Context: an optimization exercise on an open-source flow, tuned for small area and a short achievable clock period. The choices shown serve that exercise and are no tape-out recipe. RTL that was checked went through simulation tests only; none was proved equivalent to the original. No activity file was given, so power comes from the tool's default toggle rates.

==> flow/design.v (excerpt) <==
module t2c_maze_explorer (
    input clk,
    input rst_n,
    input left,
    mid,
    right,   
    output reg [2:0] move
);
For scale: ~550 cells after synthesis, about 8 I/O pins.
==> module t2c_maze_explorer, before the edit <==
module t2c_maze_explorer (
    input clk,
    input rst_n,
    input left,
    mid,
    right,   
    output reg [2:0] move
);
  reg [1:0] st;         
  reg [3:0] x_pos, y_pos;
  reg [1:0] dirn;       
  reg flag2;
  reg cm;               
  reg bm;               
  reg pm;               
  reg mN, mE, mS, mW;   
  wire [80:0] mark;     
  wire idle = ~st[1] & ~st[0];
  wire decide = st[1] & ~st[0];
  wire [15:0] xa, ya;   
  genvar gi, gj;
  generate
    for (gi = 0; gi < 16; gi = gi + 1) begin : g_dec
      assign xa[gi] = (x_pos == gi);
      assign ya[gi] = (y_pos == gi);
    end
  endgenerate
  wire [8:0] xh = xa[8:0], yh = ya[8:0];
  wire [8:0] col_y;     
  wire [8:0] row_x;     
  generate
    for (gi = 0; gi < 9; gi = gi + 1) begin : g_pl
      wire [8:0] a, b;
      for (gj = 0; gj < 9; gj = gj + 1) begin : g_t
        assign a[gj] = mark[gi*9+gj] & yh[gj];
        assign b[gj] = mark[gj*9+gi] & xh[gj];
      end
      assign col_y[gi] = |a;
      assign row_x[gi] = |b;
    end
  endgenerate
  wire x_out = |xa[15:9];
  wire y_out = |ya[15:9];
  always @(posedge clk) begin
    mE <= y_out | (|(col_y[8:1] & xa[7:0])) | (|xa[14:8]) | (xa[15] & col_y[0]);
    mW <= y_out | (|(col_y[8:0] & xa[9:1])) | xa[0] | (|xa[15:10]);
    mS <= x_out | (|(row_x[8:1] & ya[7:0])) | (|ya[14:8]) | (ya[15] & row_x[0]);
    mN <= x_out | (|(row_x[8:0] & ya[9:1])) | ya[0] | (|ya[15:10]);
  end
  wire [3:0] dh = {dirn == 2'd3, dirn == 2'd2, dirn == 2'd1, dirn == 2'd0};
  wire mL = dh[0] & mW | dh[1] & mN | dh[2] & mE | dh[3] & mS;
  wire mF = dh[0] & mN | dh[1] & mE | dh[2] & mS | dh[3] & mW;
  wire mR = dh[0] & mE | dh[1] & mS | dh[2] & mW | dh[3] & mN;
  wire at40 = xa[4] & ya[0];
  wire sp = at40 & ~flag2;
  wire [3:0] xp = {x_pos[3] ^ (&x_pos[2:0]), x_pos[2] ^ (&x_pos[1:0]), x_pos[1] ^ x_pos[0], ~x_pos[0]};
  wire [3:0] xm = {x_pos[3] ^ ~(|x_pos[2:0]), x_pos[2] ^ ~(|x_pos[1:0]), x_pos[1] ^ ~x_pos[0], ~x_pos[0]};
  wire [3:0] yp = {y_pos[3] ^ (&y_pos[2:0]), y_pos[2] ^ (&y_pos[1:0]), y_pos[1] ^ y_pos[0], ~y_pos[0]};
  wire [3:0] ym = {y_pos[3] ^ ~(|y_pos[2:0]), y_pos[2] ^ ~(|y_pos[1:0]), y_pos[1] ^ ~y_pos[0], ~y_pos[0]};
  wire [1:0] dL = {dirn[1] ^ ~dirn[0], ~dirn[0]};
  wire [1:0] dR = {dirn[1] ^ dirn[0], ~dirn[0]};
  wire [1:0] dU = {~dirn[1], dirn[0]};
  wire go, ex, ey;
  wire [2:0] move_n;
  wire [1:0] dirn_n;
  wire [3:0] x_n, y_n;
  wire pm_n, bm_n, cm_n;
  wire [8:0] wr;
  t2c_late u_late (
      .left(left), .mid(mid), .right(right), .mL(mL), .mF(mF), .mR(mR), .dh(dh),
      .decide(decide), .at40(at40), .sp(sp), .pm(pm), .cm(cm), .bm(bm),
      .dirn(dirn), .dL(dL), .dR(dR), .dU(dU), .xp(xp), .xm(xm), .yp(yp), .ym(ym), .xh(xh),
      .go(go), .move_n(move_n), .dirn_n(dirn_n), .ex(ex), .ey(ey), .x_n(x_n), .y_n(y_n),
      .pm_n(pm_n), .bm_n(bm_n), .cm_n(cm_n), .wr(wr));
  always @(posedge clk or negedge rst_n) begin
    if (!rst_n) begin
      st <= 2'b00;
      move <= 3'd0;
    end else begin
      st <= {st[1] | st[0], ~st[0]};
      if (go) move <= move_n;
    end
  end
  always @(posedge clk) begin
    if (idle) begin
      dirn <= 2'd0;
      x_pos <= 4'd4;
      y_pos <= 4'd8;
      flag2 <= 1'b0;
      cm <= 1'b1;
      bm <= 1'b1;
      pm <= 1'b1;
    end else begin
      if (decide && at40) flag2 <= 1'b1;
      if (decide) pm <= pm_n;
      if (go) begin
        dirn <= dirn_n;
        bm <= bm_n;
        cm <= cm_n;
      end
      if (ex) x_pos <= x_n;
      if (ey) y_pos <= y_n;
    end
  end
  generate
    for (gi = 0; gi < 9; gi = gi + 1) begin : g_wi
      for (gj = 0; gj < 9; gj = gj + 1) begin : g_wj
        if (gi == 4 && gj == 8) begin : g_start
          assign mark[gi*9+gj] = 1'b1;
        end else begin : g_cell
          reg m_n;   
          always @(posedge clk) m_n <= (m_n | idle) & ~(wr[gi] & yh[gj]);
          assign mark[gi*9+gj] = ~m_n;
        end
      end
    end
  endgenerate
endmodule
clock: 9.0 ns
lec_check: 0
cap_margin: 20
core_margin: 2
core_utilization: 55
slew_margin: 20
standard.sh (not shown) runs the stock make flow with config.mk's settings and CLKGATE_MAP_FILE= SYNTH_SCRIPT=/design/flow/synth_recipe.tcl, a recipe that flattens the netlist after the stock synthesis.
==> flow/flow/run.sh <==
#!/bin/bash
# Own layout flow: the standard flow, except that the synthesised netlist
# comes from the same synthesis script with different ABC mapping (see
# flow/mysynth.tcl and flow/settings.sh) and without the adder-cell mapping.
# Registers (names and cell types) are those of the standard synthesis; this
# is checked below, and the standard netlist is used if they differ.
set -euo pipefail
W=$PWD
F=$W/flow
R=$W/orfs/results/$FLOW_PLATFORM/t2c_maze_explorer/base
source $F/settings.sh

bash standard.sh synth > $W/log_std_synth.txt 2>&1
cp $R/1_2_yosys.v $W/std_1_2_yosys.v

# 2. own synthesis in a separate ORFS work folder
make -C $FLOW_HOME DESIGN_CONFIG=$W/config.mk WORK_HOME=$W/own \
  CLKGATE_MAP_FILE= SYNTH_SCRIPT=$F/mysynth.tcl synth > $W/log_own_synth.txt 2>&1
OWN=$W/own/results/$FLOW_PLATFORM/t2c_maze_explorer/base/1_2_yosys.v

regs() { grep -E '^ *sky130_fd_sc_hd__(df|ed|sd)[a-z]*_[0-9]+ ' "$1" | awk '{print $1, $2}' | sed 's/_[0-9]* / /' | sort; }
regs $R/1_2_yosys.v > $W/regs_std.txt
regs $OWN > $W/regs_own.txt
if cmp -s $W/regs_std.txt $W/regs_own.txt; then
  cp $OWN $R/1_2_yosys.v
  echo "own synthesis used" > $W/log_synth_choice.txt
else
  echo "register mismatch; keeping the standard synthesis" > $W/log_synth_choice.txt
fi

# 3. the rest of the standard flow on that netlist
export SETUP_SLACK_MARGIN=$FLOW_SETUP_MARGIN
bash standard.sh > $W/log_flow.txt 2>&1
Other scripts of this flow, unchanged in this note and not shown: flow/flow/area.abc, flow/flow/mysynth.tcl, flow/flow/settings.sh
==> next run, changes <==
--- a/flow/design.v
+++ b/flow/design.v
@@ -125,13 +125,6 @@
     if (!rst_n) begin
       st <= 2'b00;
       move <= 3'd0;
-    end else begin
-      st <= {st[1] | st[0], ~st[0]};
-      if (go) move <= move_n;
-    end
-  end
-  always @(posedge clk) begin
-    if (idle) begin
       dirn <= 2'd0;
       x_pos <= 4'd4;
       y_pos <= 4'd8;
@@ -140,9 +133,11 @@
       bm <= 1'b1;
       pm <= 1'b1;
     end else begin
+      st <= {st[1] | st[0], ~st[0]};
       if (decide && at40) flag2 <= 1'b1;
       if (decide) pm <= pm_n;
       if (go) begin
+        move <= move_n;
         dirn <= dirn_n;
         bm <= bm_n;
         cm <= cm_n;
=> The new run completed with no timing, DRC or antenna violations. Clock skew stays flat. Sequential power is lower by 4.9%. Worst hold slack improved by 16 ps. Die area is higher by about 1.4%. Routed wire length is higher by 3.3%. Clock power is lower by about 2%. Via count is higher by 3.6%. Cell area is higher by about 4%. Total power is lower by 2.2%. Core utilization is higher by 2.5 points. Clock-buffer cell count is unchanged. Setup slack improved by 34 ps. Non-clock buffer count is higher by 26. Combinational power barely changes.


Another version of the RTL of t2c_maze_explorer (not shown whole).
For scale: ~8 I/O pins, ~0.0048 sq mm of cells after synthesis.
// t2c_maze_explorer
module t2c_maze_explorer (
    input clk,
    input rst_n,
    input left,
    mid,
    right,   
    output reg [2:0] move
);
  reg [1:0] st;         
  reg [3:0] x_pos, y_pos;
  reg [1:0] dirn;       
  reg flag2;
  reg cm;               
  reg bm;               
  reg pm;               
  reg mN, mE, mS, mW;   
  wire [80:0] mark;     
  wire idle = ~st[1] & ~st[0];
  wire decide = st[1] & ~st[0];
  wire [15:0] xa, ya;   
  genvar gi, gj;
  generate
    for (gi = 0; gi < 16; gi = gi + 1) begin : g_dec
      assign xa[gi] = (x_pos == gi);
      assign ya[gi] = (y_pos == gi);
    end
  endgenerate
  wire [8:0] xh = xa[8:0], yh = ya[8:0];
  wire [8:0] col_y;     
  wire [8:0] row_x;     
  generate
    for (gi = 0; gi < 9; gi = gi + 1) begin : g_pl
      wire [8:0] a, b;
      for (gj = 0; gj < 9; gj = gj + 1) begin : g_t
        assign a[gj] = mark[gi*9+gj] & yh[gj];
        assign b[gj] = mark[gj*9+gi] & xh[gj];
      end
      assign col_y[gi] = |a;
      assign row_x[gi] = |b;
    end
  endgenerate
  wire x_out = |xa[15:9];
  wire y_out = |ya[15:9];
  always @(posedge clk) begin
    mE <= y_out | (|(col_y[8:1] & xa[7:0])) | (|xa[14:8]) | (xa[15] & col_y[0]);
    mW <= y_out | (|(col_y[8:0] & xa[9:1])) | xa[0] | (|xa[15:10]);
    mS <= x_out | (|(row_x[8:1] & ya[7:0])) | (|ya[14:8]) | (ya[15] & row_x[0]);
  ...
export LEC_CHECK = 0
export CAP_MARGIN = 20
export CORE_MARGIN = 2
export CORE_UTILIZATION = 50
export SLEW_MARGIN = 20
create_clock -name core_clock -period 9.0 [get_ports {clk}]
Scripts as last shown in full above: flow/flow/run.sh
Other scripts of this flow, unchanged in this note and not shown: flow/flow/area.abc, flow/flow/mysynth.tcl, flow/flow/settings.sh
The starting point finished clean.
Next try:
--- a/flow/design.v
+++ b/flow/design.v
@@ -2,27 +2,26 @@
     input left, mid, right,    
     input mL, mF, mR,          
     input [3:0] dh,            
     input decide,              
     input at40,                
     input sp,                  
     input pm, cm, bm,          
     input [1:0] dirn, dL, dR, dU,        
     input [3:0] xp, xm, yp, ym,          
-    input [8:0] wra,                     
-    input [8:0] wrb,                     
+    input [8:0] xh,                      
     output go,                           
     output [2:0] move_n,
     output [1:0] dirn_n,
     output ex, ey,                       
     output [3:0] x_n, y_n,
     output pm_n, bm_n, cm_n,
-    output [8:0] wr_n                    
+    output [8:0] wr                      
 );
   wire fL = ~left & ~mL;
   wire fF = ~mid & ~mF;
   wire fR = ~right & ~mR;
   wire nof = ~(fL | fF | fR);
   wire block = (fL & ~fF & ~fR) | (~fL & fF & ~fR) | (~fL & ~fF & fR);
   wire uf = sp & ((left & mid & ~right) | (left & ~mid & right) | (~left & mid & right));
   wire sL = decide & ~uf & fL;
   wire sF = decide & ~uf & ~fL & fF;
@@ -40,19 +39,19 @@
   assign move_n = ({3{sL}} & 3'd2) | ({3{sF}} & 3'd1) | ({3{sR}} & 3'd3) | ({3{sU}} & 3'd4);
   assign dirn_n = ({2{sL}} & dL) | ({2{sF}} & dirn) | ({2{sR}} & dR) | ({2{sU}} & dU);
   assign ex = ~holdx;
   assign ey = ~holdy;
   assign x_n = ({4{selE}} & xp) | ({4{selW}} & xm);
   assign y_n = ({4{selS}} & yp) | ({4{selN}} & ym);
   assign pm_n = cm | wm;
   assign bm_n = cm | wm;
   assign cm_n = sU & bm;
-  assign wr_n = ~((wra & {9{block}}) | (wrb & {9{nof}}));
+  assign wr = xh & {9{wm}};
 endmodule
 module t2c_maze_explorer (
     input clk,
     input rst_n,
     input left,
     mid,
     right,   
     output reg [2:0] move
 );
@@ -109,27 +108,25 @@
   wire [3:0] ym = {y_pos[3] ^ ~(|y_pos[2:0]), y_pos[2] ^ ~(|y_pos[1:0]), y_pos[1] ^ ~y_pos[0], ~y_pos[0]};
   wire [1:0] dL = {dirn[1] ^ ~dirn[0], ~dirn[0]};
   wire [1:0] dR = {dirn[1] ^ dirn[0], ~dirn[0]};
   wire [1:0] dU = {~dirn[1], dirn[0]};
   wire go, ex, ey;
   wire [2:0] move_n;
   wire [1:0] dirn_n;
   wire [3:0] x_n, y_n;
   wire pm_n, bm_n, cm_n;
-  wire [8:0] wr_n;
-  wire [8:0] wra = xh & {9{decide & pm}};
-  wire [8:0] wrb = xh & {9{decide & ~at40}};
+  wire [8:0] wr;
   t2c_late u_late (
       .left(left), .mid(mid), .right(right), .mL(mL), .mF(mF), .mR(mR), .dh(dh),
       .decide(decide), .at40(at40), .sp(sp), .pm(pm), .cm(cm), .bm(bm),
-      .dirn(dirn), .dL(dL), .dR(dR), .dU(dU), .xp(xp), .xm(xm), .yp(yp), .ym(ym), .wra(wra), .wrb(wrb),
+      .dirn(dirn), .dL(dL), .dR(dR), .dU(dU), .xp(xp), .xm(xm), .yp(yp), .ym(ym), .xh(xh),
       .go(go), .move_n(move_n), .dirn_n(dirn_n), .ex(ex), .ey(ey), .x_n(x_n), .y_n(y_n),
-      .pm_n(pm_n), .bm_n(bm_n), .cm_n(cm_n), .wr_n(wr_n));
+      .pm_n(pm_n), .bm_n(bm_n), .cm_n(cm_n), .wr(wr));
   always @(posedge clk or negedge rst_n) begin
     if (!rst_n) begin
       st <= 2'b00;
       move <= 3'd0;
     end else begin
       st <= {st[1] | st[0], ~st[0]};
       if (go) move <= move_n;
     end
   end
@@ -155,16 +152,16 @@
     end
   end
   generate
     for (gi = 0; gi < 9; gi = gi + 1) begin : g_wi
       for (gj = 0; gj < 9; gj = gj + 1) begin : g_wj
         if (gi == 4 && gj == 8) begin : g_start
           assign mark[gi*9+gj] = 1'b1;
         end else begin : g_cell
           reg m_n;   
-          always @(posedge clk) m_n <= (m_n | idle) & (wr_n[gi] | ~yh[gj]);
+          always @(posedge clk) m_n <= (m_n | idle) & ~(wr[gi] & yh[gj]);
           assign mark[gi*9+gj] = ~m_n;
         end
       end
     end
   endgenerate
 endmodule
What happened: Sequential cell count does not change. Worst hold slack barely changes. Area after synthesis is lower slightly. Final area is lower by a few percent. Worst setup slack gets better by 13 ps. Power is lower by a little under a tenth. Synthesized cell count is higher slightly. First-iteration DRC count is higher by roughly a tenth.
The RTL of the first run of this note was laid out without a check of its function.

what the ideal ports hide:
The results above use ideal ports. As a check the final layouts listed here were re-extracted and re-timed, cells and wires unchanged. Step 1 (the two cells are an assumption about what drives the block):
set clk [get_ports {clk}]
set_driving_cell -lib_cell sky130_fd_sc_hd__clkbuf_16 $clk
set_driving_cell -lib_cell sky130_fd_sc_hd__buf_2 [delete_from_list [all_inputs] $clk]
Step 2 adds t to the input delays and takes it off the output delays; t is the mean of the earliest and latest rising clock arrival at the registers after step 1. Input paths then give back, and output paths get back, about the clock's delay inside the block. a / b / c = ideal ports / drivers / drivers and shift; a / b = the first two.
run	t, ns	setup WS [ns]	clock arrival spread, ns	pins driven straight from the clock port
the first run of note 1	0.409	5.908 / 5.897 / 5.488	0.015 / 0.015	1
the second run of note 1	0.408	5.943 / 5.923 / 5.515	0.015 / 0.015	1
the first run of note 2	0.403	5.866 / 5.866 / 5.482	0.011 / 0.012	1
the second run of note 2	0.406	5.878 / 5.878 / 5.472	0.013 / 0.013	1
After both steps every run listed still meets setup and hold. For the second run of note 1, which loses most, drivers alone change the setup slack by -0.020 ns; drivers and shift together by -0.428 ns.
